This design comes from an exercise in tuning for small area on the open sky130 flow, not from production work. Only simulation tests tie the RTL to the original design; equivalence was not proved. Power and IR drop assume default switching activity. The flow treats the clock pin as an ideal source, which a real chip does not have.

==> flow/design.v <==
module memory (clk_24, rst, rx, rx_in, adv, hold, write_index, waiting, ascii, cur);
    input clk_24;
    input rst;
    input rx;                
    input [6:0] rx_in;
    input adv;               
    input hold;              
    output reg [10:0] write_index;
    output waiting;          
    output [6:0] ascii;      
    output reg [6:0] cur;    
    reg [10:0] diff;
    reg [5:0] wptr;
    reg [2:0] rx_age;        
    reg pend;
    reg [6:0] d_in;
    reg [447:0] ring;        
    wire ins = pend && (wptr == 6'd63);
    wire [6:0] ring_in = ins ? d_in : ring[447:441];
    wire rx_recent = (rx_age != 3'd0);
    wire bypass = (rx_age == 3'd4) && (diff[5:0] == 6'd1);
    wire read_in = (wptr == diff[5:0] - 6'd2);
    assign waiting = (diff != {10'b0, rx_recent});
    assign ascii = bypass ? d_in : cur;
    always @(posedge clk_24)
    begin
        if (rst)
        begin
            write_index <= 11'd0;
            diff <= 11'd0;
        end
        else
        begin
            write_index <= write_index + rx;
            if (rx && !adv)
                diff <= diff + 1'b1;
            else if (adv && !rx)
                diff <= diff - 1'b1;
        end
    end
    always @(posedge clk_24)
    begin
        if (rx)
            rx_age <= 3'd1;
        else if (rx_age == 3'd4)
            rx_age <= 3'd0;
        else if (rx_recent)
            rx_age <= rx_age + 1'b1;
        wptr <= wptr + {rx, ~rx};
    end
    always @(posedge clk_24)
    begin
        pend <= rx || (pend && !ins);
        if (rx)
            d_in <= rx_in;
        if (hold)
            ;
        else if (bypass)
            cur <= d_in;
        else if (read_in && !rx_recent)
            cur <= ring_in;
    end
    always @(posedge clk_24)
        ring <= {ring[440:0], ring_in};
endmodule
module morse(ascii_in, out, len);
    input [6:0] ascii_in;
    output [6:0] out;
    output [2:0] len;
    wire [9:0] t;
    assign {out, len} = t;
    assign t[0] = (ascii_in == 7'd32) ||
                  (ascii_in == 7'd36) ||
                  (ascii_in == 7'd38) ||
                  (ascii_in == 7'd40) ||
                  (ascii_in == 7'd43) ||
                  (ascii_in == 7'd47) ||
                  (ascii_in == 7'd48) ||
                  (ascii_in == 7'd49) ||
                  (ascii_in == 7'd50) ||
                  (ascii_in == 7'd51) ||
                  (ascii_in == 7'd52) ||
                  (ascii_in == 7'd53) ||
                  (ascii_in == 7'd54) ||
                  (ascii_in == 7'd55) ||
                  (ascii_in == 7'd56) ||
                  (ascii_in == 7'd57) ||
                  (ascii_in == 7'd61) ||
                  (ascii_in == 7'd68) ||
                  (ascii_in == 7'd69) ||
                  (ascii_in == 7'd71) ||
                  (ascii_in == 7'd75) ||
                  (ascii_in == 7'd79) ||
                  (ascii_in == 7'd82) ||
                  (ascii_in == 7'd83) ||
                  (ascii_in == 7'd84) ||
                  (ascii_in == 7'd85) ||
                  (ascii_in == 7'd87) ||
                  (ascii_in == 7'd100) ||
                  (ascii_in == 7'd101) ||
                  (ascii_in == 7'd103) ||
                  (ascii_in == 7'd107) ||
                  (ascii_in == 7'd111) ||
                  (ascii_in == 7'd114) ||
                  (ascii_in == 7'd115) ||
                  (ascii_in == 7'd116) ||
                  (ascii_in == 7'd117) ||
                  (ascii_in == 7'd119);
    assign t[1] = (ascii_in == 7'd33) ||
                  (ascii_in == 7'd34) ||
                  (ascii_in == 7'd36) ||
                  (ascii_in == 7'd39) ||
                  (ascii_in == 7'd41) ||
                  (ascii_in == 7'd44) ||
                  (ascii_in == 7'd45) ||
                  (ascii_in == 7'd46) ||
                  (ascii_in == 7'd58) ||
                  (ascii_in == 7'd59) ||
                  (ascii_in == 7'd63) ||
                  (ascii_in == 7'd64) ||
                  (ascii_in == 7'd65) ||
                  (ascii_in == 7'd68) ||
                  (ascii_in == 7'd71) ||
                  (ascii_in == 7'd73) ||
                  (ascii_in == 7'd75) ||
                  (ascii_in == 7'd77) ||
                  (ascii_in == 7'd78) ||
                  (ascii_in == 7'd79) ||
                  (ascii_in == 7'd82) ||
                  (ascii_in == 7'd83) ||
                  (ascii_in == 7'd85) ||
                  (ascii_in == 7'd87) ||
                  (ascii_in == 7'd95) ||
                  (ascii_in == 7'd97) ||
                  (ascii_in == 7'd100) ||
                  (ascii_in == 7'd103) ||
                  (ascii_in == 7'd105) ||
                  (ascii_in == 7'd107) ||
                  (ascii_in == 7'd109) ||
                  (ascii_in == 7'd110) ||
                  (ascii_in == 7'd111) ||
                  (ascii_in == 7'd114) ||
                  (ascii_in == 7'd115) ||
                  (ascii_in == 7'd117) ||
                  (ascii_in == 7'd119);
    assign t[2] = (ascii_in == 7'd33) ||
                  (ascii_in == 7'd34) ||
                  (ascii_in == 7'd36) ||
                  (ascii_in == 7'd38) ||
                  (ascii_in == 7'd39) ||
                  (ascii_in == 7'd40) ||
                  (ascii_in == 7'd41) ||
                  (ascii_in == 7'd43) ||
                  (ascii_in == 7'd44) ||
                  (ascii_in == 7'd45) ||
                  (ascii_in == 7'd46) ||
                  (ascii_in == 7'd47) ||
                  (ascii_in == 7'd48) ||
                  (ascii_in == 7'd49) ||
                  (ascii_in == 7'd50) ||
                  (ascii_in == 7'd51) ||
                  (ascii_in == 7'd52) ||
                  (ascii_in == 7'd53) ||
                  (ascii_in == 7'd54) ||
                  (ascii_in == 7'd55) ||
                  (ascii_in == 7'd56) ||
                  (ascii_in == 7'd57) ||
                  (ascii_in == 7'd58) ||
                  (ascii_in == 7'd59) ||
                  (ascii_in == 7'd61) ||
                  (ascii_in == 7'd63) ||
                  (ascii_in == 7'd64) ||
                  (ascii_in == 7'd66) ||
                  (ascii_in == 7'd67) ||
                  (ascii_in == 7'd70) ||
                  (ascii_in == 7'd72) ||
                  (ascii_in == 7'd74) ||
                  (ascii_in == 7'd76) ||
                  (ascii_in == 7'd80) ||
                  (ascii_in == 7'd81) ||
                  (ascii_in == 7'd86) ||
                  (ascii_in == 7'd88) ||
                  (ascii_in == 7'd89) ||
                  (ascii_in == 7'd90) ||
                  (ascii_in == 7'd95) ||
                  (ascii_in == 7'd98) ||
                  (ascii_in == 7'd99) ||
                  (ascii_in == 7'd102) ||
                  (ascii_in == 7'd104) ||
                  (ascii_in == 7'd106) ||
                  (ascii_in == 7'd108) ||
                  (ascii_in == 7'd112) ||
                  (ascii_in == 7'd113) ||
                  (ascii_in == 7'd118) ||
                  (ascii_in == 7'd120) ||
                  (ascii_in == 7'd121) ||
                  (ascii_in == 7'd122);
    assign t[3] = (ascii_in == 7'd33) ||
                  (ascii_in == 7'd40) ||
                  (ascii_in == 7'd41) ||
                  (ascii_in == 7'd44) ||
                  (ascii_in == 7'd45) ||
                  (ascii_in == 7'd47) ||
                  (ascii_in == 7'd48) ||
                  (ascii_in == 7'd54) ||
                  (ascii_in == 7'd55) ||
                  (ascii_in == 7'd56) ||
                  (ascii_in == 7'd57) ||
                  (ascii_in == 7'd58) ||
                  (ascii_in == 7'd59) ||
                  (ascii_in == 7'd61) ||
                  (ascii_in == 7'd66) ||
                  (ascii_in == 7'd67) ||
                  (ascii_in == 7'd68) ||
                  (ascii_in == 7'd71) ||
                  (ascii_in == 7'd75) ||
                  (ascii_in == 7'd77) ||
                  (ascii_in == 7'd78) ||
                  (ascii_in == 7'd79) ||
                  (ascii_in == 7'd81) ||
                  (ascii_in == 7'd84) ||
                  (ascii_in == 7'd88) ||
                  (ascii_in == 7'd89) ||
                  (ascii_in == 7'd90) ||
                  (ascii_in == 7'd98) ||
                  (ascii_in == 7'd99) ||
                  (ascii_in == 7'd100) ||
                  (ascii_in == 7'd103) ||
                  (ascii_in == 7'd107) ||
                  (ascii_in == 7'd109) ||
                  (ascii_in == 7'd110) ||
                  (ascii_in == 7'd111) ||
                  (ascii_in == 7'd113) ||
                  (ascii_in == 7'd116) ||
                  (ascii_in == 7'd120) ||
                  (ascii_in == 7'd121) ||
                  (ascii_in == 7'd122);
    assign t[4] = (ascii_in == 7'd34) ||
                  (ascii_in == 7'd38) ||
                  (ascii_in == 7'd39) ||
                  (ascii_in == 7'd43) ||
                  (ascii_in == 7'd44) ||
                  (ascii_in == 7'd46) ||
                  (ascii_in == 7'd48) ||
                  (ascii_in == 7'd49) ||
                  (ascii_in == 7'd55) ||
                  (ascii_in == 7'd56) ||
                  (ascii_in == 7'd57) ||
                  (ascii_in == 7'd58) ||
                  (ascii_in == 7'd64) ||
                  (ascii_in == 7'd65) ||
                  (ascii_in == 7'd71) ||
                  (ascii_in == 7'd74) ||
                  (ascii_in == 7'd76) ||
                  (ascii_in == 7'd77) ||
                  (ascii_in == 7'd79) ||
                  (ascii_in == 7'd80) ||
                  (ascii_in == 7'd81) ||
                  (ascii_in == 7'd82) ||
                  (ascii_in == 7'd87) ||
                  (ascii_in == 7'd90) ||
                  (ascii_in == 7'd97) ||
                  (ascii_in == 7'd103) ||
                  (ascii_in == 7'd106) ||
                  (ascii_in == 7'd108) ||
                  (ascii_in == 7'd109) ||
                  (ascii_in == 7'd111) ||
                  (ascii_in == 7'd112) ||
                  (ascii_in == 7'd113) ||
                  (ascii_in == 7'd114) ||
                  (ascii_in == 7'd119) ||
                  (ascii_in == 7'd122);
    assign t[5] = (ascii_in == 7'd33) ||
                  (ascii_in == 7'd39) ||
                  (ascii_in == 7'd40) ||
                  (ascii_in == 7'd41) ||
                  (ascii_in == 7'd48) ||
                  (ascii_in == 7'd49) ||
                  (ascii_in == 7'd50) ||
                  (ascii_in == 7'd56) ||
                  (ascii_in == 7'd57) ||
                  (ascii_in == 7'd58) ||
                  (ascii_in == 7'd59) ||
                  (ascii_in == 7'd63) ||
                  (ascii_in == 7'd64) ||
                  (ascii_in == 7'd67) ||
                  (ascii_in == 7'd70) ||
                  (ascii_in == 7'd74) ||
                  (ascii_in == 7'd75) ||
                  (ascii_in == 7'd79) ||
                  (ascii_in == 7'd80) ||
                  (ascii_in == 7'd85) ||
                  (ascii_in == 7'd87) ||
                  (ascii_in == 7'd89) ||
                  (ascii_in == 7'd95) ||
                  (ascii_in == 7'd99) ||
                  (ascii_in == 7'd102) ||
                  (ascii_in == 7'd106) ||
                  (ascii_in == 7'd107) ||
                  (ascii_in == 7'd111) ||
                  (ascii_in == 7'd112) ||
                  (ascii_in == 7'd117) ||
                  (ascii_in == 7'd119) ||
                  (ascii_in == 7'd121);
    assign t[6] = (ascii_in == 7'd36) ||
                  (ascii_in == 7'd39) ||
                  (ascii_in == 7'd40) ||
                  (ascii_in == 7'd41) ||
                  (ascii_in == 7'd43) ||
                  (ascii_in == 7'd46) ||
                  (ascii_in == 7'd47) ||
                  (ascii_in == 7'd48) ||
                  (ascii_in == 7'd49) ||
                  (ascii_in == 7'd50) ||
                  (ascii_in == 7'd51) ||
                  (ascii_in == 7'd57) ||
                  (ascii_in == 7'd63) ||
                  (ascii_in == 7'd74) ||
                  (ascii_in == 7'd81) ||
                  (ascii_in == 7'd86) ||
                  (ascii_in == 7'd88) ||
                  (ascii_in == 7'd89) ||
                  (ascii_in == 7'd95) ||
                  (ascii_in == 7'd106) ||
                  (ascii_in == 7'd113) ||
                  (ascii_in == 7'd118) ||
                  (ascii_in == 7'd120) ||
                  (ascii_in == 7'd121);
    assign t[7] = (ascii_in == 7'd33) ||
                  (ascii_in == 7'd34) ||
                  (ascii_in == 7'd39) ||
                  (ascii_in == 7'd44) ||
                  (ascii_in == 7'd48) ||
                  (ascii_in == 7'd49) ||
                  (ascii_in == 7'd50) ||
                  (ascii_in == 7'd51) ||
                  (ascii_in == 7'd52) ||
                  (ascii_in == 7'd59) ||
                  (ascii_in == 7'd61) ||
                  (ascii_in == 7'd64);
    assign t[8] = (ascii_in == 7'd33) ||
                  (ascii_in == 7'd41) ||
                  (ascii_in == 7'd44) ||
                  (ascii_in == 7'd45) ||
                  (ascii_in == 7'd46) ||
                  (ascii_in == 7'd95);
    assign t[9] = (ascii_in == 7'd36);
endmodule
module audio(clk_24, rst, vol, speaker);
    input clk_24;
    input rst;
    input vol;
    output speaker;
    reg down_freq;
    reg [4:0] count;
    assign speaker = vol & down_freq;
    always @(posedge clk_24)
        if (rst)
        begin
            count <= 5'd0;
            down_freq <= 1'b0;
        end
        else if (count == 5'd24)
        begin
            count <= 5'd0;
            down_freq <= ~down_freq;
        end
        else
            count <= count + 1'b1;
endmodule
module rxuart(i_clk, i_reset, i_uart_rx, o_wr, o_data, o_busy);
    input  wire       i_clk, i_reset;
    input  wire       i_uart_rx;
    output wire       o_wr;
    output reg  [6:0] o_data;
    output wire       o_busy;
    localparam [3:0] S_STOP   = 4'b1000,
                     S_RI     = 4'b1001,    
                     S_RI_P   = 4'b1011,    
                     S_RI2    = 4'b1101,    
                     S_RI2_P  = 4'b1111,    
                     S_IDLE   = 4'b1100,
                     S_IDLE_P = 4'b1110,    
                     S_IDLE_W = 4'b1010;    
    reg q_uart, qq_uart, ck_uart;
    always @(posedge i_clk)
    begin
        q_uart <= i_uart_rx;
        qq_uart <= q_uart;
        ck_uart <= qq_uart;
    end
    reg [3:0] state;
    reg [7:0] counter;
    wire in_frame = !state[3] || (state == S_STOP);
    wire zero_baud_counter = (counter[2:0] == 3'd0);
    wire start = (state == S_IDLE) && !ck_uart && (counter[7:2] != 6'd0);
    wire synch = counter[7] && ck_uart;
    always @(posedge i_clk)
        if (i_reset)
            counter <= 8'd0;
        else if (start)
            counter <= 8'd7;
        else if (in_frame && !((state == S_STOP) && zero_baud_counter))
            counter[2:0] <= counter[2:0] - 1'b1;
        else if (qq_uart != ck_uart)
            counter <= 8'd0;
        else if (!counter[7])
            counter <= counter + 1'b1;
    always @(posedge i_clk)
        if (i_reset)
            state <= S_RI;
        else case (state)
            S_RI:     if (synch) state <= S_RI2;
            S_RI_P:   if (synch) state <= S_RI2_P;
            S_RI2:    state <= S_IDLE;
            S_RI2_P:  state <= S_IDLE_P;
            S_IDLE_P: state <= S_IDLE_W;
            S_IDLE_W: state <= S_IDLE;
            S_IDLE:   if (start) state <= 4'd0;
            S_STOP:   if (zero_baud_counter)
                          state <= ck_uart ? S_IDLE_P : S_RI_P;
            default:  if (zero_baud_counter)
                          state <= state + 1'b1;
        endcase
    always @(posedge i_clk)
        if (zero_baud_counter && !state[3] && (state[2:0] != 3'd7))
            o_data <= { ck_uart, o_data[6:1] };
    assign o_wr = (state == S_IDLE_W);
    assign o_busy = !((state == S_IDLE) || (state == S_IDLE_P) || (state == S_IDLE_W));
endmodule
module top(clk_24, rst_n, led, audio_out, uart_rx, uart_tx, write_index);
    input uart_rx;
    input rst_n;
    output [0:2] led;
    output audio_out;
    output [10:0] write_index;
    output uart_tx;
    input clk_24;
    wire rst = ~rst_n;
    wire recieved;
    wire [6:0] rx_serial;
    wire is_rx;
    rxuart r1(clk_24, rst, uart_rx, recieved, rx_serial, is_rx);
    reg [7:0] count;
    wire tick = (count == 8'd249);
    reg [2:0] morse_index;
    reg out_val;
    reg [1:0] repeat_time;
    reg tx_go;
    wire waiting;
    wire [6:0] ascii;
    wire [6:0] ascii_prev;
    wire [6:0] morse_value;
    wire [2:0] morse_len;
    wire [7:0] morse_value_ext = {1'b0, morse_value};
    wire play = tick && (repeat_time == 2'd0) && waiting;
    wire next_char = play && (morse_index == morse_len);
    wire echo_hold;
    memory mem1(clk_24, rst, recieved, rx_serial, next_char, echo_hold,
                write_index, waiting, ascii, ascii_prev);
    morse m1(ascii_prev, morse_value, morse_len);
    audio a1(clk_24, rst, out_val, audio_out);
    wire is_tx;
    txuart t1(clk_24, rst, count, tx_go, ascii_prev, uart_tx, is_tx, echo_hold);
    assign led = {~out_val, ~is_rx, ~is_tx};
    always @(posedge clk_24)
    begin
        if (rst)
        begin
            count <= 8'hff;
            tx_go <= 1'b0;
            morse_index <= 3'd0;
            out_val <= 1'b0;
            repeat_time <= 2'd0;
        end
        else if (tick)
        begin
            count <= 8'hff;
            tx_go <= 1'b0;
            if (play)
            begin
                if (morse_index == morse_len)
                begin
                    morse_index <= 3'd0;
                    repeat_time <= 2'd3;
                    out_val <= 1'b0;
                end
                else if (out_val)
                begin
                    out_val <= 1'b0;
                    repeat_time <= 2'd1;
                end
                else
                begin
                    if (morse_index == 3'd0)
                        tx_go <= 1'b1;
                    repeat_time <= morse_value_ext[morse_index] ? 2'd3 : 2'd1;
                    morse_index <= morse_index + 1'b1;
                    out_val <= (ascii != 7'd32);
                end
            end
            else
                repeat_time <= repeat_time - 1'b1;
        end
        else
            count <= count + 1'b1;
    end
endmodule
module txuart(i_clk, i_reset, i_cnt, i_go, i_data, o_uart_tx, o_busy, o_hold);
    input  wire       i_clk, i_reset;
    input  wire [7:0] i_cnt;
    input  wire       i_go;      
    input  wire [6:0] i_data;    
    output wire       o_uart_tx;
    output wire       o_busy;
    output wire       o_hold;    
    reg reset_wait;
    always @(posedge i_clk)
        if (i_reset)
            reset_wait <= 1'b1;
        else if (i_cnt == 8'd127)
            reset_wait <= 1'b0;
    wire [8:0] frame = {1'b0, i_data, 1'b0};
    wire lt72 = !i_cnt[7] && !(i_cnt[6] && (i_cnt[5:3] != 3'd0));
    wire lt79 = !i_cnt[7] && !(i_cnt[6] && ((i_cnt[5:4] != 2'd0) || (i_cnt[3:0] == 4'hf)));
    wire in_frame = i_go && lt72;
    assign o_uart_tx = !in_frame || frame[i_cnt[6:3]];
    assign o_hold = i_go && (lt72 || (i_cnt == 8'hff));
    assign o_busy = reset_wait || (i_go && lt79);
endmodule
==> flow/flow/run.sh <==
#!/bin/bash
# Own layout flow: the standard synthesis, then the combinational logic
# of its netlist mapped again for area (the registers stay as they are,
# same names and cells), then the standard ORFS flow with a clock tree of
# fewer, larger buffers and no dummy loads.
# Each tool's output goes to a log file in the work folder.
set -euo pipefail
W=$PWD
R=$W/orfs/results/${FLOW_PLATFORM}/top/base

# Clock tree: leaf clusters of up to 30 sinks driven by clkbuf_16, no
# dummy loads. Port buffers: the smallest buffer.
export CTS_ARGS="-sink_clustering_enable -repair_clock_nets -buf_list sky130_fd_sc_hd__clkbuf_16 -sink_clustering_size 33 -sink_clustering_max_diameter 100 -dont_use_dummy_load"
export BUFFER_PORTS_ARGS="-buffer_cell sky130_fd_sc_hd__buf_1"

# 1. standard synthesis
bash standard.sh synth > $W/log_1_synth.txt 2>&1

# 2. map the logic again; the registers are black boxes and keep their names
cp $R/1_2_yosys.v $W/std_1_2_yosys.v
yosys -c $W/flow/resyn.tcl > $W/log_2_resyn.txt 2>&1
cp $W/resyn_1_2_yosys.v $R/1_2_yosys.v
rm -f $R/1_synth.odb $R/1_synth.sdc

# 3. the rest of the standard flow
bash standard.sh > $W/log_3_layout.txt 2>&1
==> flow/flow/resyn.abc <==
strash
&get -n
&deepsyn -J 50 -S 1
&put
&get -n
&dch -f
&nf -R 1000
&put
==> flow/flow/resyn.tcl <==
# Maps the combinational logic of the standard synthesis again, for area.
# The flip-flops are black boxes, so their instances (names, cells) stay.
set lib $::env(FLOW_HOME)/platforms/sky130hd/lib/sky130_fd_sc_hd__tt_025C_1v80.lib
set dont_use {}
foreach c {probe_p_8 probec_p_8 lpflow_bleeder_1 lpflow_clkbufkapwr_1 lpflow_clkbufkapwr_16
           lpflow_clkbufkapwr_2 lpflow_clkbufkapwr_4 lpflow_clkbufkapwr_8 lpflow_clkinvkapwr_1
           lpflow_clkinvkapwr_16 lpflow_clkinvkapwr_2 lpflow_clkinvkapwr_4 lpflow_clkinvkapwr_8
           lpflow_decapkapwr_12 lpflow_decapkapwr_3 lpflow_decapkapwr_4 lpflow_decapkapwr_6
           lpflow_decapkapwr_8 lpflow_inputiso0n_1 lpflow_inputiso0p_1 lpflow_inputiso1n_1
           lpflow_inputiso1p_1 lpflow_inputisolatch_1 lpflow_isobufsrc_1 lpflow_isobufsrc_16
           lpflow_isobufsrc_2 lpflow_isobufsrc_4 lpflow_isobufsrc_8 lpflow_isobufsrckapwr_16
           lpflow_lsbuf_lh_hl_isowell_tap_1 lpflow_lsbuf_lh_hl_isowell_tap_2
           lpflow_lsbuf_lh_hl_isowell_tap_4 lpflow_lsbuf_lh_isowell_4
           lpflow_lsbuf_lh_isowell_tap_1 lpflow_lsbuf_lh_isowell_tap_2
           lpflow_lsbuf_lh_isowell_tap_4} {
  lappend dont_use -dont_use sky130_fd_sc_hd__$c
}

yosys read_liberty -ignore_miss_func $lib
# every sequential cell stays a black box
yosys blackbox sky130_fd_sc_hd__df* sky130_fd_sc_hd__edf* sky130_fd_sc_hd__sdf* sky130_fd_sc_hd__sed* sky130_fd_sc_hd__dl* sky130_fd_sc_hd__dfb* sky130_fd_sc_hd__sdl*
yosys read_verilog std_1_2_yosys.v
yosys hierarchy -top top
yosys flatten
yosys rename -hide w:*.*
yosys opt -purge
yosys abc -script $::env(PWD)/flow/resyn.abc -liberty $lib {*}$dont_use
yosys opt_clean -purge
yosys hilomap -singleton -hicell sky130_fd_sc_hd__conb_1 HI -locell sky130_fd_sc_hd__conb_1 LO
yosys insbuf -buf sky130_fd_sc_hd__buf_4 A X
yosys tee -o resyn_check.txt check -mapped
yosys tee -o resyn_stat.txt stat -liberty $lib
yosys write_verilog -noattr -nohex -nodec resyn_1_2_yosys.v
==> flow/standard.sh <==
#!/bin/bash
# synth_recipe.tcl (not shown) runs the flow's synth.tcl, then flattens the netlist and writes it again
# the make line also repeats each setting of config.mk as NAME=value (left out here)
make -C /OpenROAD-flow-scripts/flow DESIGN_CONFIG=/design/flow/config.mk WORK_HOME=/design/flow/orfs CLKGATE_MAP_FILE= SYNTH_SCRIPT=/design/flow/synth_recipe.tcl "${@:-finish}"
==> flow/config.mk <==
export PLATFORM = sky130hd
export DESIGN_NAME = top
export DESIGN_NICKNAME = top
export VERILOG_FILES = /design/flow/design.v
export SDC_FILE = /design/flow/constraint.sdc
export NUM_CORES = 4
export LEC_CHECK = 0
export ABC_AREA = 1
export CAP_MARGIN = 20
export CORE_MARGIN = 2
export CORE_UTILIZATION = 60
export PLACE_DENSITY = 0.75
export SLEW_MARGIN = 20
==> flow/constraint.sdc <==
create_clock -name core_clock -period 8.0 [get_ports {clk_24}]
set_input_delay 1.6000 -clock core_clock [delete_from_list [all_inputs] [get_ports {clk_24}]]
set_output_delay 1.6000 -clock core_clock [all_outputs]
set_load 0.01 [all_outputs]
==> impl_metrics.py, run 1 <==
metrics = {
    "outcome": {
        "status": "finished clean",
    },
    "placed_design": {
        "dpl_cell_area_um2": 13800,
        "placed_cells": 1264,
        "hpwl_mm": 10.6,
        "portBuffers": 18,
        "gp_congestion": 0.870,
    },
    "power": {
        "clock_power_share_pct": 29.2,
        "irDropWorstVdd_mv": 0.228,
        "p_total_w": 0.00396,
        "p_leak_nw": 5.52,
        "switching_share_pct": 19.4,
        "seq_power_share_pct": 69.0,
        "p_int_w": 0.00319,
        "combPwrFrac_pct": 1.8,
        "power_density_nw_per_um2": 277,
        "power_switching_w": 0.000769,
    },
    "cts": {
        "cts_root_buf": "clkbuf_16",
        "cts_resized": 0,
        "cts_tree": "yes",
        "cts-buffers-inserted": 20,
        "post_cts_buffers": 0,
        "htree_levels": 1,
        "clockBufferDepth": 3,
        "clkTransAtPathRegs_ps": 120,
        "cts.sinks": 538,
        "cts_hold_buf": 0,
        "worstSkewPairLatency_ps": 530,
    },
    "global_route": {
        "globalRouteOverflowTotal": 0,
        "grt_pass1_vias": 6176,
        "antenna_found_initial": 0,
        "grtUsageTotal_pct": 15.2,
        "grt_max_degree": 34,
        "grt_pass1_wl_mm": 29.9,
    },
    "die": {
        "initial_core_util_pct": 61.2,
        "core_area_um2": 21800,
        "die_width_um": 153,
        "ios": 19,
        "fp-row-count": 54,
        "chipHeight_um": 153,
        "dieArea_um2": 23500,
    },
    "synthesis": {
        "ys_warn_count": 5,
        "synth_area_um2": 13400,
        "synth_area_per_cell_um2": 13.9,
        "syn-num-nets": 967,
        "syn_inst": 964,
    },
    "drt": {
        "drt_iter0_markers": 468,
        "wl_mm": 17.8,
        "viasPerCell": 5.01,
        "num_vias": 6438,
        "ant_nets": 0,
        "firstDrtPassIters": 5,
        "drc_errors": 0,
        "routedWlPerCell_um": 13.8,
    },
    "timing": {
        "rsz0062_at_grt": "false",
        "setup_tns_ps": 0,
        "post-route-period-util_pct": 55.2,
        "fmaxAchievable_mhz": 227,
        "setup_viol": 0,
        "finalMaxSlewViolations": 0,
        "period_needed_ps": 4410,
        "finalHoldViolCount": 0,
        "maxSlewHeadroom_pct": 52.0,
        "fin_skew_ps": 39.4,
        "tightest_slew_ps": 720,
    },
    "worst_setup_path": {
        "required_ps": 8470,
        "cp_max_fo": 19,
        "startpoint_type": "flop",
        "end_kind": "flop",
        "path_class": "reg2reg",
        "cp.arrival_ps": 4880,
    },
    "finish": {
        "n_antenna_cell": 0,
        "final_cell_mix": "dfxtp_1, nor2_1, nand2_1",
        "fin_cells": 1284,
        "fin_area_um2": 14300,
        "n_fill_cell": 1598,
        "area_growth_pct": 7.03,
        "drive_gt1_share_pct": 2.29,
        "fin_nets": 1009,
        "final_common_cell": "dfxtp_1",
    },
    "hold_path": {
        "worstHoldPathType": "reg2reg",
    },
    "job": {
        "cap_violations": 0,
    },
}
-- area by class of cell --
cell class | instances | area (um2) | area share (%)
Sequential cell | 538 | 11000 | 76.8
Multi-Input combinational cell | 412 | 2330 | 16.3
Tap cell | 280 | 350 | 2.45
Timing Repair Buffer | 20 | 82.6 | 0.578
Inverter | 14 | 52.6 | 0.368
Clock buffer | 20 | 500 | 3.50
-- per-stage QoR --
step / util [%] / hold slack [ps] / worst slack (ps)
4_1_cts: 65.5 / 292 / 3630
2_1_floorplan: - / 310 / 4370
3_3_place_gp: 63.2 / 310 / 3680
5_1_grt: 65.5 / 295 / 3190
6_report: 65.5 / 288 / 3590
3_5_place_dp: 63.2 / 312 / 3660
-- power by group through the flow --
stage | clock (W) | sequential, W | combinational (W)
after floorplan | 0 | 0.00279 | 0.0000546
after global placement | 0 | 0.00279 | 0.0000658
after detailed placement | 0 | 0.00280 | 0.0000683
after CTS | 0.00119 | 0.00274 | 0.0000688
after global routing | 0.00128 | 0.00274 | 0.0000789
final | 0.00116 | 0.00274 | 0.0000700
-- flip-flops by register name (all words and copies together) (netlist names), 5 cells and up --
signal and cells:
mem1.wptr 6, count 8, mem1.write_index 11, mem1.cur 7, mem1.diff 11, mem1.d_in 7
mem1.ring 448, r1.o_data 7, a1.count 5, r1.counter 8
-- final timing paths --
kind / start / endpoint / slack, ps / cells after the start
max: mem1.cur[1] / mem1.diff[9] / 3590 / 18
min: mem1.ring[165] / mem1.ring[172] / 290 / 0
max reg2reg: mem1.cur[1] / mem1.diff[9] / 3590 / 18
min reg2reg: mem1.ring[165] / mem1.ring[172] / 290 / 0
-- worst max-delay path, stage by stage (launching register included) --
cell      delay [ps]
edfxtp_1         780
clkinv_1         330
a211o_1          370
o21ai_0          260
o22a_1           210
o31a_1           170
nand4_1          130
a31oi_1          220
nand2_1          100
xor2_1           150
nor3_1           290
nand2b_1         180
or3_1            390
nor2_1           100
nor2_1            50
a21o_1           230
a21oi_1          170
o21ai_0          100
a21oi_1          130
-- metal layers --
layer	global-route usage (%)	wire [um]	up-vias
met2	22.8	7520	121
li1	-	-	3310
met4	4.50	396	0
met5	0	0	-
met1	22.9	9160	2978
met3	2.41	679	29
==> inputs of run 2 (changes only) <==
--- a/flow/flow/run.sh
+++ b/flow/flow/run.sh
@@ -12,3 +12,3 @@
 # dummy loads. Port buffers: the smallest buffer.
-export CTS_ARGS="-sink_clustering_enable -repair_clock_nets -buf_list sky130_fd_sc_hd__clkbuf_16 -sink_clustering_size 33 -sink_clustering_max_diameter 100 -dont_use_dummy_load"
+export CTS_ARGS="-sink_clustering_enable -repair_clock_nets -buf_list {sky130_fd_sc_hd__clkbuf_8 sky130_fd_sc_hd__clkbuf_16} -root_buf sky130_fd_sc_hd__clkbuf_8 -tree_buf sky130_fd_sc_hd__clkbuf_8 -sink_clustering_buffer sky130_fd_sc_hd__clkbuf_16 -sink_clustering_size 30 -sink_clustering_max_diameter 100 -dont_use_dummy_load"
 export BUFFER_PORTS_ARGS="-buffer_cell sky130_fd_sc_hd__buf_1"
==> run 2 against run 1 <==
Net effect:
- combinational power barely moved
- cell count barely moved
- die area did not move
- flip-flop and latch count did not move
- highest routed layer unchanged
- hold slack improved by 21 ps
- worst setup slack improved by 30 ps
- largest power group unchanged
==> impl_metrics.py, run 2 <==
metrics = {
    "timing": {
        "tightest_slew_ps": 714,
        "setup_tns_ps": 0,
        "setup_viol": 0,
        "finalMaxSlewViolations": 0,
        "rsz0062_at_grt": "false",
        "fin_skew_ps": 43.7,
        "finalHoldViolCount": 0,
        "fin_ws_ps": 3620,
        "post-route-period-util_pct": 54.8,
        "maxSlewHeadroom_pct": 52.2,
        "period_needed_ps": 4380,
        "fmaxAchievable_mhz": 228,
    },
    "placed_design": {
        "portBuffers": 18,
        "gp_congestion": 0.870,
        "placed_cells": 1264,
        "hpwl_mm": 10.6,
        "preCtsSetupSlack_ps": 3660,
    },
    "drt": {
        "firstDrtPassIters": 5,
        "drt_iter0_markers": 474,
        "viasPerCell": 5.00,
        "ant_nets": 0,
        "routedWlPerCell_um": 13.9,
        "wl_mm": 17.9,
        "num_vias": 6423,
        "drc_errors": 0,
    },
    "cts": {
        "cts_tree": "yes",
        "worstSkewPairLatency_ps": 610,
        "cts_root_buf": "clkbuf_8",
        "clkTransAtPathRegs_ps": 110,
        "cts.sinks": 538,
        "post_cts_buffers": 0,
        "cts-buffers-inserted": 21,
        "cts_hold_buf": 0,
        "cts_resized": 0,
        "htree_levels": 1,
        "clockBufferDepth": 3,
    },
    "hold_path": {
        "worstHoldPathType": "reg2reg",
    },
    "finish": {
        "n_fill_cell": 1599,
        "drive_gt1_share_pct": 2.39,
        "final_cell_mix": "dfxtp_1, nor2_1, nand2_1",
        "fin_nets": 1010,
        "final_common_cell": "dfxtp_1",
        "fin_cells": 1285,
        "area_growth_pct": 6.96,
        "n_antenna_cell": 0,
        "regMostFlops": "mem1.ring",
        "reg_top3": "mem1.ring x448, mem1.diff x11, mem1.write_index x11",
        "largest_register_ffs": 448,
    },
    "die": {
        "ios": 19,
        "dieArea_um2": 23500,
        "initial_core_util_pct": 61.2,
        "core_area_um2": 21800,
        "fp-row-count": 54,
        "die_width_um": 153,
        "chipHeight_um": 153,
    },
    "synthesis": {
        "synth_area_per_cell_um2": 13.9,
        "ys_warn_count": 5,
        "synth_area_um2": 13400,
        "syn_inst": 964,
        "syn-num-nets": 967,
    },
    "worst_setup_path": {
        "path_class": "reg2reg",
        "cp.arrival_ps": 4930,
        "end_kind": "flop",
        "required_ps": 8540,
        "cp_max_fo": 19,
        "startpoint_type": "flop",
    },
    "global_route": {
        "grt_pass1_wl_mm": 30.2,
        "antenna_found_initial": 0,
        "grtUsageTotal_pct": 15.4,
        "grt_pass1_vias": 6216,
        "grt_max_degree": 32,
        "globalRouteOverflowTotal": 0,
    },
    "power": {
        "p_leak_nw": 5.51,
        "irDropWorstVdd_mv": 0.202,
        "power_density_nw_per_um2": 277,
        "p_total_w": 0.00395,
    },
    "outcome": {
        "status": "finished clean",
    },
    "job": {
        "cap_violations": 0,
    },
}
[run 2: changes by cell type in the layout (fill, tap and decap cells not counted)]
| cell | before | now |
|---|---|---|
| clkbuf_8 | 0 | 3 |
| clkbuf_16 | 20 | 18 |
[run 2: routing by layer]
metal / part of all wire [%] / GRT usage, %
met4: 2.1 / 4.01
met2: 43 / 23.5
met1: 52 / 23.0
met5: 0 / 0
met3: 3.7 / 2.61
[run 2: worst paths after layout]
path	start	end	slack [ps]	cells after the start
hold reg to reg	mem1.ring[303]	mem1.ring[310]	310	0
setup reg to reg	mem1.cur[1]	mem1.diff[5]	3620	18
hold / removal	mem1.ring[303]	mem1.ring[310]	310	0
setup / recovery	mem1.cur[1]	mem1.diff[5]	3620	18
[run 2: final cells by class]
class	instances	area, um2	share of cell area [%]
Clock buffer	21	492	3.44
Inverter	14	52.6	0.368
Multi-Input combinational cell	412	2330	16.3
Sequential cell	538	11000	76.9
Tap cell	280	350	2.45
Timing Repair Buffer	20	82.6	0.578
[run 2: report_power, final]
group / switching, W / internal [W]
Combinational: 0.0000401 / 0.0000298
Sequential: 0.0000251 / 0.00271
Clock: 0.000708 / 0.000437
[run 2: through the flow]
step	util (%)	instance area, um2	hold WS, ps
2_1_floorplan	-	13400	310
3_3_place_gp	63.2	13800	310
3_5_place_dp	63.2	13800	312
4_1_cts	65.4	14300	311
5_1_grt	65.5	14300	327
6_report	65.5	14300	310
[run 2: worst max-delay path: stages (launching register included)]
cell and delay (ps):
edfxtp_1 760, clkinv_1 320, a211o_1 360, o21ai_0 260, o22a_1 210, o31a_1 170
nand4_1 130, a31oi_1 220, nand2_1 90, xor2_1 150, nor3_1 300, nand2b_1 180
or3_1 390, nor2_1 100, nor2_1 50, a21o_1 230, a21oi_1 180, o21ai_0 90
a21oi_1 140
==> inputs of run 3 (changes only) <==
--- a/flow/flow/run.sh
+++ b/flow/flow/run.sh
@@ -12,3 +12,3 @@
 # dummy loads. Port buffers: the smallest buffer.
-export CTS_ARGS="-sink_clustering_enable -repair_clock_nets -buf_list {sky130_fd_sc_hd__clkbuf_8 sky130_fd_sc_hd__clkbuf_16} -root_buf sky130_fd_sc_hd__clkbuf_8 -tree_buf sky130_fd_sc_hd__clkbuf_8 -sink_clustering_buffer sky130_fd_sc_hd__clkbuf_16 -sink_clustering_size 30 -sink_clustering_max_diameter 100 -dont_use_dummy_load"
+export CTS_ARGS="-sink_clustering_enable -repair_clock_nets -buf_list sky130_fd_sc_hd__clkbuf_16 -sink_clustering_size 30 -sink_clustering_max_diameter 100 -dont_use_dummy_load"
 export BUFFER_PORTS_ARGS="-buffer_cell sky130_fd_sc_hd__buf_1"
==> run 3 against run 2 <==
Net effect:
- highest routed layer unchanged
- still clean
- critical endpoint unchanged
- routed wire length up 0.44%
- fmax down 1.1%
- clock power up 4%
- total power up 1.1%
- utilization up 0.15 points
- via count up 0.34%
==> impl_metrics.py, run 3 <==
metrics = {
    "die": {
        "die_width_um": 153,
        "fp-row-count": 54,
        "chipHeight_um": 153,
        "core_area_um2": 21800,
        "ios": 19,
        "initial_core_util_pct": 61.2,
        "dieArea_um2": 23500,
    },
    "worst_setup_path": {
        "slowest_stage": "edfxtp_1",
        "path_class": "reg2reg",
        "cp_cell_sequence": "clkinv_1 > a211o_1 > o21ai_0 > o22a_1 > o31a_1 > nand4_1 > a31oi_1 > nand2_1 > xor2_1 > nor3_1 > nand2b_1 > or3_1 > nor2_1 > nor2_1 > a21o_1 > a21oi_1 > o21ai_0 > a21oi_1",
        "crit_family": "compound AO/OA/AOI/OAI gates",
        "r2r_slack_ps": 3570,
        "end_kind": "flop",
        "crit_start": "mem1.cur[1]",
        "required_ps": 8470,
        "r2r_start": "mem1.cur[1]",
        "ff2ff_path_depth": 18,
        "cp.arrival_ps": 4900,
        "startpoint_type": "flop",
        "regToRegEndpoint": "mem1.diff[5]",
        "slowest_delay_ps": 770,
        "cp_max_fo": 19,
        "critPathBufInv": 1,
    },
    "synthesis": {
        "synth_area_per_cell_um2": 13.9,
        "ys_warn_count": 5,
        "synth_area_um2": 13400,
        "syn_inst": 964,
        "syn-num-nets": 967,
    },
    "timing": {
        "post-route-period-util_pct": 55.4,
        "finalHoldViolCount": 0,
        "fin_skew_ps": 28.6,
        "setup_viol": 0,
        "fmaxAchievable_mhz": 226,
        "holdWs_ps": 325,
        "setup_tns_ps": 0,
        "finalMaxSlewViolations": 0,
        "period_needed_ps": 4430,
        "maxSlewHeadroom_pct": 51.9,
        "tightest_slew_ps": 721,
        "rsz0062_at_grt": "false",
    },
    "finish": {
        "n_fill_cell": 1600,
        "fin_util_pct": 65.6,
        "area_growth_pct": 7.21,
        "largest_register_ffs": 448,
        "fin_nets": 1010,
        "regMostFlops": "mem1.ring",
        "reg_top3": "mem1.ring x448, mem1.diff x11, mem1.write_index x11",
        "drive_gt1_share_pct": 2.39,
        "n_antenna_cell": 0,
        "final_common_cell": "dfxtp_1",
        "final_cell_mix": "dfxtp_1, nor2_1, nand2_1",
        "fin_cells": 1285,
    },
    "global_route": {
        "globalRouteOverflowTotal": 0,
        "grt_pass1_vias": 6216,
        "grt_max_degree": 32,
        "antenna_found_initial": 0,
        "grtUsageTotal_pct": 15.5,
        "grt_pass1_wl_mm": 30.3,
    },
    "cts": {
        "htree_levels": 1,
        "cts_resized": 0,
        "cts-buffers-inserted": 21,
        "clkTransAtPathRegs_ps": 110,
        "post_cts_buffers": 0,
        "cts.sinks": 538,
        "cts_root_buf": "clkbuf_16",
        "worstSkewPairLatency_ps": 540,
        "cts_hold_buf": 0,
        "cts_tree": "yes",
        "clockBufferDepth": 3,
    },
    "drt": {
        "drt_iter0_markers": 479,
        "wl_mm": 18.0,
        "num_vias": 6445,
        "ant_nets": 0,
        "viasPerCell": 5.02,
        "drc_errors": 0,
        "firstDrtPassIters": 5,
        "routedWlPerCell_um": 14.0,
    },
    "hold_path": {
        "whs_endpoint": "mem1.ring[418]",
        "min_path_cells": 0,
        "worstHoldStart": "mem1.ring[411]",
        "worstHoldPathType": "reg2reg",
    },
    "placed_design": {
        "hpwl_mm": 10.6,
        "placed_cells": 1264,
        "portBuffers": 18,
        "gp_congestion": 0.870,
    },
    "power": {
        "power_density_nw_per_um2": 279,
        "irDropWorstVdd_mv": 0.203,
        "p_leak_nw": 5.53,
    },
    "job": {
        "cap_violations": 0,
    },
    "outcome": {
        "status": "finished clean",
    },
}
==> run 3: cell type report <==
type / instances / area [um2] / share of cell area (%)
flip-flops and latches: 538 / 11000 / 76.7
multi-input cells: 412 / 2330 / 16.2
well taps: 280 / 350 / 2.45
repair buffers: 20 / 82.6 / 0.577
inverters: 14 / 52.6 / 0.367
clock buffers: 21 / 526 / 3.67
==> run 3: worst max-delay path by stage <==
stage | to | slack [ps] | cells after the start
after global placement | mem1.diff[9] | 3680 | 18
after floorplan | mem1.diff[5] | 4370 | 18
final | mem1.diff[5] | 3570 | 18
after CTS | mem1.diff[5] | 3610 | 18
after global routing | mem1.diff[8] | 3190 | 18
after detailed placement | mem1.diff[5] | 3660 | 18
==> run 3: worst register-to-register path, delay by kind of cell, from the launching register on <==
kind / cells / cell delay [ps]
and+or+nand+nor: 7 / 1250
xor gates and xnor gates: 1 / 150
buffers and inverters: 1 / 330
AOI/OAI and AO/OA: 9 / 1870
DFF: 1 / 770
==> run 3: stage by stage <==
step / cell area [um2] / setup slack, ps / total power [W]
after floorplan: 13400 / 4370 / 0.00284
after global placement: 13800 / 3680 / 0.00286
after detailed placement: 13800 / 3660 / 0.00286
after CTS: 14300 / 3610 / 0.00402
after global routing: 14300 / 3190 / 0.00413
final: 14300 / 3570 / 0.00399
==> run 3: power breakdown <==
part	leakage, nW	switching [W]	internal (W)	total [W]
logic	0.895	0.0000399	0.0000298	0.0000698
registers	4.37	0.0000252	0.00271	0.00274
clock network	0.259	0.000712	0.000475	0.00119
total	5.53	0.000777	0.00321	0.00399
==> run 3: per-layer routing <==
layer | share of wire (%) | global-route usage (%)
met4 | 2.3 | 4.06
met1 | 52 | 23.2
met5 | 0 | 0
met2 | 42 | 23.5
met3 | 3.9 | 2.86
==> inputs of run 4 (changes only) <==
--- a/flow/flow/run.sh
+++ b/flow/flow/run.sh
@@ -12,3 +12,3 @@
 # dummy loads. Port buffers: the smallest buffer.
-export CTS_ARGS="-sink_clustering_enable -repair_clock_nets -buf_list sky130_fd_sc_hd__clkbuf_16 -sink_clustering_size 30 -sink_clustering_max_diameter 100 -dont_use_dummy_load"
+export CTS_ARGS="-sink_clustering_enable -repair_clock_nets -buf_list {sky130_fd_sc_hd__clkbuf_8 sky130_fd_sc_hd__clkbuf_16} -root_buf sky130_fd_sc_hd__clkbuf_8 -tree_buf sky130_fd_sc_hd__clkbuf_8 -sink_clustering_buffer sky130_fd_sc_hd__clkbuf_16 -sink_clustering_size 35 -sink_clustering_max_diameter 100 -dont_use_dummy_load"
 export BUFFER_PORTS_ARGS="-buffer_cell sky130_fd_sc_hd__buf_1"
==> run 4 against run 3 <==
Net effect:
- still clean on timing, DRC and antenna
- cell count shrank 0.16%
- clock skew rose by 20 ps
- critical path depth stayed put
- fmax grew 1.1%
- final area decreased by 0.59%
- total power decreased by 2.5%
- clock-buffer cell count down 2
- highest routed layer unchanged
==> impl_metrics.py, run 4 <==
metrics = {
    "global_route": {
        "antenna_found_initial": 0,
        "globalRouteOverflowTotal": 0,
        "grt_pass1_wl_mm": 29.8,
        "grtUsageTotal_pct": 15.1,
        "grt_pass1_vias": 6138,
        "grt_max_degree": 36,
    },
    "die": {
        "die_width_um": 153,
        "fp-row-count": 54,
        "chipHeight_um": 153,
        "ios": 19,
        "dieArea_um2": 23500,
        "initial_core_util_pct": 61.2,
        "core_area_um2": 21800,
    },
    "drt": {
        "firstDrtPassIters": 5,
        "wl_mm": 17.6,
        "drc_errors": 0,
        "ant_nets": 0,
        "routedWlPerCell_um": 13.7,
        "viasPerCell": 5.04,
        "drt_iter0_markers": 465,
        "num_vias": 6469,
    },
    "worst_setup_path": {
        "r2r_slack_ps": 3620,
        "r2r_start": "mem1.cur[1]",
        "ff2ff_path_depth": 18,
        "regToRegEndpoint": "mem1.diff[9]",
        "cp_cell_sequence": "clkinv_1 > a211o_1 > o21ai_0 > o22a_1 > o31a_1 > nand4_1 > a31oi_1 > nand2_1 > xor2_1 > nor3_1 > nand2b_1 > or3_1 > nor2_1 > nor2_1 > a21o_1 > a21oi_1 > o21ai_0 > a21oi_1",
        "cp.arrival_ps": 4910,
        "slowest_stage": "edfxtp_1",
        "cp_max_fo": 19,
        "crit_start": "mem1.cur[1]",
        "startpoint_type": "flop",
        "path_class": "reg2reg",
        "slowest_delay_ps": 770,
        "end_kind": "flop",
        "required_ps": 8530,
    },
    "finish": {
        "final_common_cell": "dfxtp_1",
        "fin_area_um2": 14200,
        "fin_nets": 1008,
        "n_antenna_cell": 0,
        "reg_top3": "mem1.ring x448, mem1.diff x11, mem1.write_index x11",
        "register_area_um2": 11000,
        "final_cell_mix": "dfxtp_1, nor2_1, nand2_1",
        "multi_input_area_um2": 2330,
        "drive_gt1_share_pct": 2.19,
        "area_growth_pct": 6.59,
        "n_fill_cell": 1599,
        "regMostFlops": "mem1.ring",
        "largest_register_ffs": 448,
    },
    "timing": {
        "tightest_slew_ps": 735,
        "setup_viol": 0,
        "fmaxAchievable_mhz": 228,
        "rsz0062_at_grt": "false",
        "period_needed_ps": 4380,
        "fin_skew_ps": 48.7,
        "post-route-period-util_pct": 54.8,
        "finalHoldViolCount": 0,
        "finalMaxSlewViolations": 0,
        "setup_tns_ps": 0,
        "maxSlewHeadroom_pct": 50.8,
    },
    "hold_path": {
        "whs_endpoint": "mem1.ring[249]",
        "worstHoldPathType": "reg2reg",
        "min_path_cells": 0,
        "worstHoldStart": "mem1.ring[242]",
    },
    "synthesis": {
        "syn_inst": 964,
        "synth_area_per_cell_um2": 13.9,
        "synth_area_um2": 13400,
        "syn-num-nets": 967,
        "ys_warn_count": 5,
    },
    "cts": {
        "post_cts_buffers": 0,
        "cts.sinks": 538,
        "cts_tree": "yes",
        "clockBufferDepth": 3,
        "worstSkewPairLatency_ps": 600,
        "cts_resized": 0,
        "cts_hold_buf": 0,
        "htree_levels": 1,
        "cts-buffers-inserted": 19,
        "cts_root_buf": "clkbuf_8",
        "clkTransAtPathRegs_ps": 120,
    },
    "power": {
        "power_density_nw_per_um2": 274,
        "irDropWorstVdd_mv": 0.223,
        "seq_power_share_pct": 70.3,
        "switching_share_pct": 19.4,
        "p_int_w": 0.00314,
        "p_leak_nw": 5.49,
        "clock_power_share_pct": 27.9,
        "power_switching_w": 0.000757,
        "p_total_w": 0.00389,
        "combPwrFrac_pct": 1.8,
    },
    "placed_design": {
        "dpl_cell_area_um2": 13800,
        "portBuffers": 18,
        "hpwl_mm": 10.6,
        "gp_congestion": 0.870,
    },
    "outcome": {
        "status": "finished clean",
    },
    "job": {
        "cap_violations": 0,
    },
}
## run 4: changes by cell type in the layout (fill, tap and decap cells not counted)
cell       previous run  this run
clkbuf_16            21        16
clkbuf_8              0         3
## run 4: worst max path at each step
stage,endpoint,slack (ps)
2_1_floorplan,mem1.diff[5],4370
3_3_place_gp,mem1.diff[9],3680
3_5_place_dp,mem1.diff[5],3660
4_1_cts,mem1.diff[9],3640
5_1_grt,mem1.diff[8],3190
6_report,mem1.diff[9],3620
## run 4: worst max-delay path: cells and delay by family, from the launching register on
family	cells	cell delay, ps
buffers and inverters	1	330
AND/OR/NAND/NOR	7	1240
XOR/XNOR	1	150
flip-flops	1	770
AO/OA/AOI/OAI	9	1840
## run 4: area by class of cell
type,count,area share (%)
multi-input cells,412,16.3
repair buffers,20,0.580
clock buffers,19,3.10
inverters,14,0.369
well taps,280,2.46
flip-flops and latches,538,77.1
## run 4: metrics by stage
step,cells,utilization [%],hold WS [ps],setup slack [ps]
floorplan,964,-,310,4370
CTS,1283,65.2,280,3640
global placement,1264,63.2,310,3680
detailed placement,1264,63.2,312,3660
global route,1283,65.2,281,3190
finish,1283,65.2,271,3620
## run 4: power by group through the flow
| stage | Sequential, W | Combinational (W) | Clock, W |
|---|---|---|---|
| 2_1_floorplan | 0.00279 | 0.0000546 | 0 |
| 3_3_place_gp | 0.00279 | 0.0000658 | 0 |
| 3_5_place_dp | 0.00280 | 0.0000683 | 0 |
| 4_1_cts | 0.00274 | 0.0000685 | 0.00113 |
| 5_1_grt | 0.00274 | 0.0000786 | 0.00121 |
| 6_report | 0.00274 | 0.0000700 | 0.00109 |
## run 4: layer usage
metal | vias up | part of all wire, % | GRT usage, %
met5 | - | 0 | 0
met4 | 0 | 2.4 | 4.32
met2 | 118 | 42 | 22.7
met3 | 35 | 4.1 | 2.67
met1 | 3008 | 51 | 22.8
li1 | 3308 | - | -
==> inputs of run 5 (changes only) <==
--- a/flow/flow/run.sh
+++ b/flow/flow/run.sh
@@ -12,3 +12,3 @@
 # dummy loads. Port buffers: the smallest buffer.
-export CTS_ARGS="-sink_clustering_enable -repair_clock_nets -buf_list {sky130_fd_sc_hd__clkbuf_8 sky130_fd_sc_hd__clkbuf_16} -root_buf sky130_fd_sc_hd__clkbuf_8 -tree_buf sky130_fd_sc_hd__clkbuf_8 -sink_clustering_buffer sky130_fd_sc_hd__clkbuf_16 -sink_clustering_size 35 -sink_clustering_max_diameter 100 -dont_use_dummy_load"
+export CTS_ARGS="-sink_clustering_enable -repair_clock_nets -buf_list {sky130_fd_sc_hd__clkbuf_4 sky130_fd_sc_hd__clkbuf_8 sky130_fd_sc_hd__clkbuf_16} -root_buf sky130_fd_sc_hd__clkbuf_4 -tree_buf sky130_fd_sc_hd__clkbuf_8 -sink_clustering_buffer sky130_fd_sc_hd__clkbuf_16 -sink_clustering_size 33 -sink_clustering_max_diameter 100 -dont_use_dummy_load"
 export BUFFER_PORTS_ARGS="-buffer_cell sky130_fd_sc_hd__buf_1"
==> run 5 against run 4 <==
Net effect:
- clock power hardly changed
- routed wire length is 0.65% higher
- register-to-register slack worse by 20 ps
- via count is 0.70% lower
- clock-buffer cell count is 1 higher
- critical path depth stayed put
- critical path type unchanged
- largest cell class unchanged
==> impl_metrics.py, run 5 <==
metrics = {
    "worst_setup_path": {
        "end_kind": "flop",
        "path_class": "reg2reg",
        "startpoint_type": "flop",
        "ff2ff_path_depth": 18,
        "required_ps": 8690,
        "cp.arrival_ps": 5090,
        "cp_max_fo": 19,
    },
    "die": {
        "ios": 19,
        "core_area_um2": 21800,
        "initial_core_util_pct": 61.2,
        "fp-row-count": 54,
        "dieArea_um2": 23500,
        "chipHeight_um": 153,
        "die_width_um": 153,
    },
    "global_route": {
        "busiest_layer": "met1",
        "antenna_found_initial": 1,
        "grt_use_met1_pct": 23.0,
        "use_met3_pct": 2.41,
        "grt_pass1_wl_mm": 29.9,
        "globalRouteOverflowTotal": 0,
        "grtUsageTotal_pct": 15.2,
        "met2_usage_pct": 22.7,
        "grt_pass1_vias": 6158,
        "grt_max_degree": 34,
    },
    "synthesis": {
        "synth_area_per_cell_um2": 13.9,
        "syn_inst": 964,
        "syn-num-nets": 967,
        "synth_area_um2": 13400,
        "ys_warn_count": 5,
    },
    "cts": {
        "cts_root_buf": "clkbuf_4",
        "cts-buffers-inserted": 20,
        "worstSkewPairLatency_ps": 750,
        "cts.sinks": 538,
        "cts_hold_buf": 0,
        "post_cts_buffers": 0,
        "cts_tree": "yes",
        "clockBufferDepth": 3,
        "cts_resized": 0,
        "clkTransAtPathRegs_ps": 120,
        "htree_levels": 1,
    },
    "timing": {
        "setup_tns_ps": 0,
        "tightest_slew_ps": 711,
        "rsz0062_at_grt": "false",
        "post-route-period-util_pct": 55.1,
        "finalMaxSlewViolations": 0,
        "fin_ws_ps": 3600,
        "finalHoldViolCount": 0,
        "fmaxAchievable_mhz": 227,
        "maxSlewHeadroom_pct": 52.4,
        "setup_viol": 0,
        "fin_skew_ps": 40.7,
        "period_needed_ps": 4400,
    },
    "power": {
        "clock_power_share_pct": 28.0,
        "combPwrFrac_pct": 1.8,
        "p_total_w": 0.00390,
        "power_density_nw_per_um2": 274,
        "power_switching_w": 0.000764,
        "switching_share_pct": 19.6,
        "seq_power_share_pct": 70.2,
        "irDropWorstVdd_mv": 0.223,
        "p_int_w": 0.00314,
        "p_leak_nw": 5.49,
    },
    "finish": {
        "fin_cells": 1285,
        "fin_nets": 1009,
        "drive_gt1_share_pct": 2.29,
        "final_cell_mix": "dfxtp_1, nor2_1, nand2_1",
        "final_common_cell": "dfxtp_1",
        "fin_util_pct": 65.3,
        "reg_top3": "mem1.ring x448, mem1.diff x11, mem1.write_index x11",
        "regMostFlops": "mem1.ring",
        "largest_register_ffs": 448,
        "area_growth_pct": 6.65,
        "n_fill_cell": 1616,
    },
    "drt": {
        "firstDrtPassIters": 6,
        "drt_iter0_markers": 426,
        "routedWlPerCell_um": 13.8,
        "drc_errors": 0,
        "wl_mm": 17.7,
        "num_vias": 6424,
        "viasPerCell": 5.00,
        "ant_nets": 0,
    },
    "hold_path": {
        "worstHoldPathType": "reg2reg",
        "min_path_cells": 0,
    },
    "placed_design": {
        "gp_congestion": 0.870,
        "hpwl_mm": 10.6,
        "preCtsSetupSlack_ps": 3660,
        "portBuffers": 18,
        "placed_cells": 1264,
    },
    "job": {
        "cap_violations": 0,
    },
    "outcome": {
        "status": "finished clean",
    },
}
[run 5: layout make-up]
type                    instances  area, um2  area share (%)
inverters                      14       52.6           0.369
repair buffers                 20       82.6           0.580
multi-input cells             412       2330            16.3
diodes                          1       2.50          0.0176
clock buffers                  20        448            3.15
flip-flops and latches        538      11000            77.1
well taps                     280        350            2.46
[run 5: final timing paths]
path	slack, ps	from	endpoint
max	3600	mem1.cur[1]	mem1.diff[9]
min	290	mem1.ring[165]	mem1.ring[172]
max reg2reg	3600	mem1.cur[1]	mem1.diff[9]
min reg2reg	290	mem1.ring[165]	mem1.ring[172]
[run 5: worst max-delay path, cell delays in order (launching register included)]
cell and delay (ps):
edfxtp_1 770, clkinv_1 330, a211o_1 370, o21ai_0 260, o22a_1 210, o31a_1 170, nand4_1 130, a31oi_1 220
nand2_1 100, xor2_1 150, nor3_1 290, nand2b_1 180, or3_1 390, nor2_1 100, nor2_1 50, a21o_1 240
a21oi_1 170, o21ai_0 100, a21oi_1 130
[run 5: metal layers]
layer	routed length [um]	vias to the layer above
met1	9120	2958
met4	420	0
li1	-	3310
met5	0	-
met2	7430	128
met3	759	28
[run 5: per-stage QoR]
step	area [um2]	hold slack [ps]
after floorplan	13400	310
after global placement	13800	310
after detailed placement	13800	312
after CTS	14200	293
after global routing	14200	296
final	14200	288
[run 5: power groups by stage]
stage	Combinational [W]	Clock (W)	Sequential, W
2_1_floorplan	0.0000546	0	0.00279
3_3_place_gp	0.0000658	0	0.00279
3_5_place_dp	0.0000683	0	0.00280
4_1_cts	0.0000688	0.00113	0.00274
5_1_grt	0.0000789	0.00121	0.00274
6_report	0.0000701	0.00109	0.00274

-- re-timing with driven ports --
How much do the figures lean on ideal ports? The routed layouts below were timed once more, with nothing changed but the port constraints. Step 1: set_driving_cell puts a clkbuf_16 on clk_24 and a buf_2 on each other input, an assumption about the parent block. Step 2 moves the port delays by t, midway between the first and last clock arrival at a register: inputs arrive t later, outputs are due t later. That takes back most of the time a late clock gives input paths. Three values: no drivers, after step 1, after step 2; two values: the first two.
run	t, ns	slack for setup (ns)	worst hold slack (ns)	worst setup path at the end	pins driven straight from the clock port
run 1	0.559	3.588 / 3.588 / 3.588	0.288 / 0.288 / 0.288	register to register	1
run 2	0.634	3.617 / 3.617 / 3.617	0.310 / 0.310 / 0.310	register to register	1
run 3	0.572	3.570 / 3.570 / 3.570	0.325 / 0.325 / 0.325	register to register	1
run 4	0.626	3.619 / 3.619 / 3.619	0.271 / 0.271 / 0.271	register to register	1
run 5	0.768	3.595 / 3.595 / 3.595	0.288 / 0.288 / 0.288	register to register	1
After both steps every run listed still meets setup and hold.
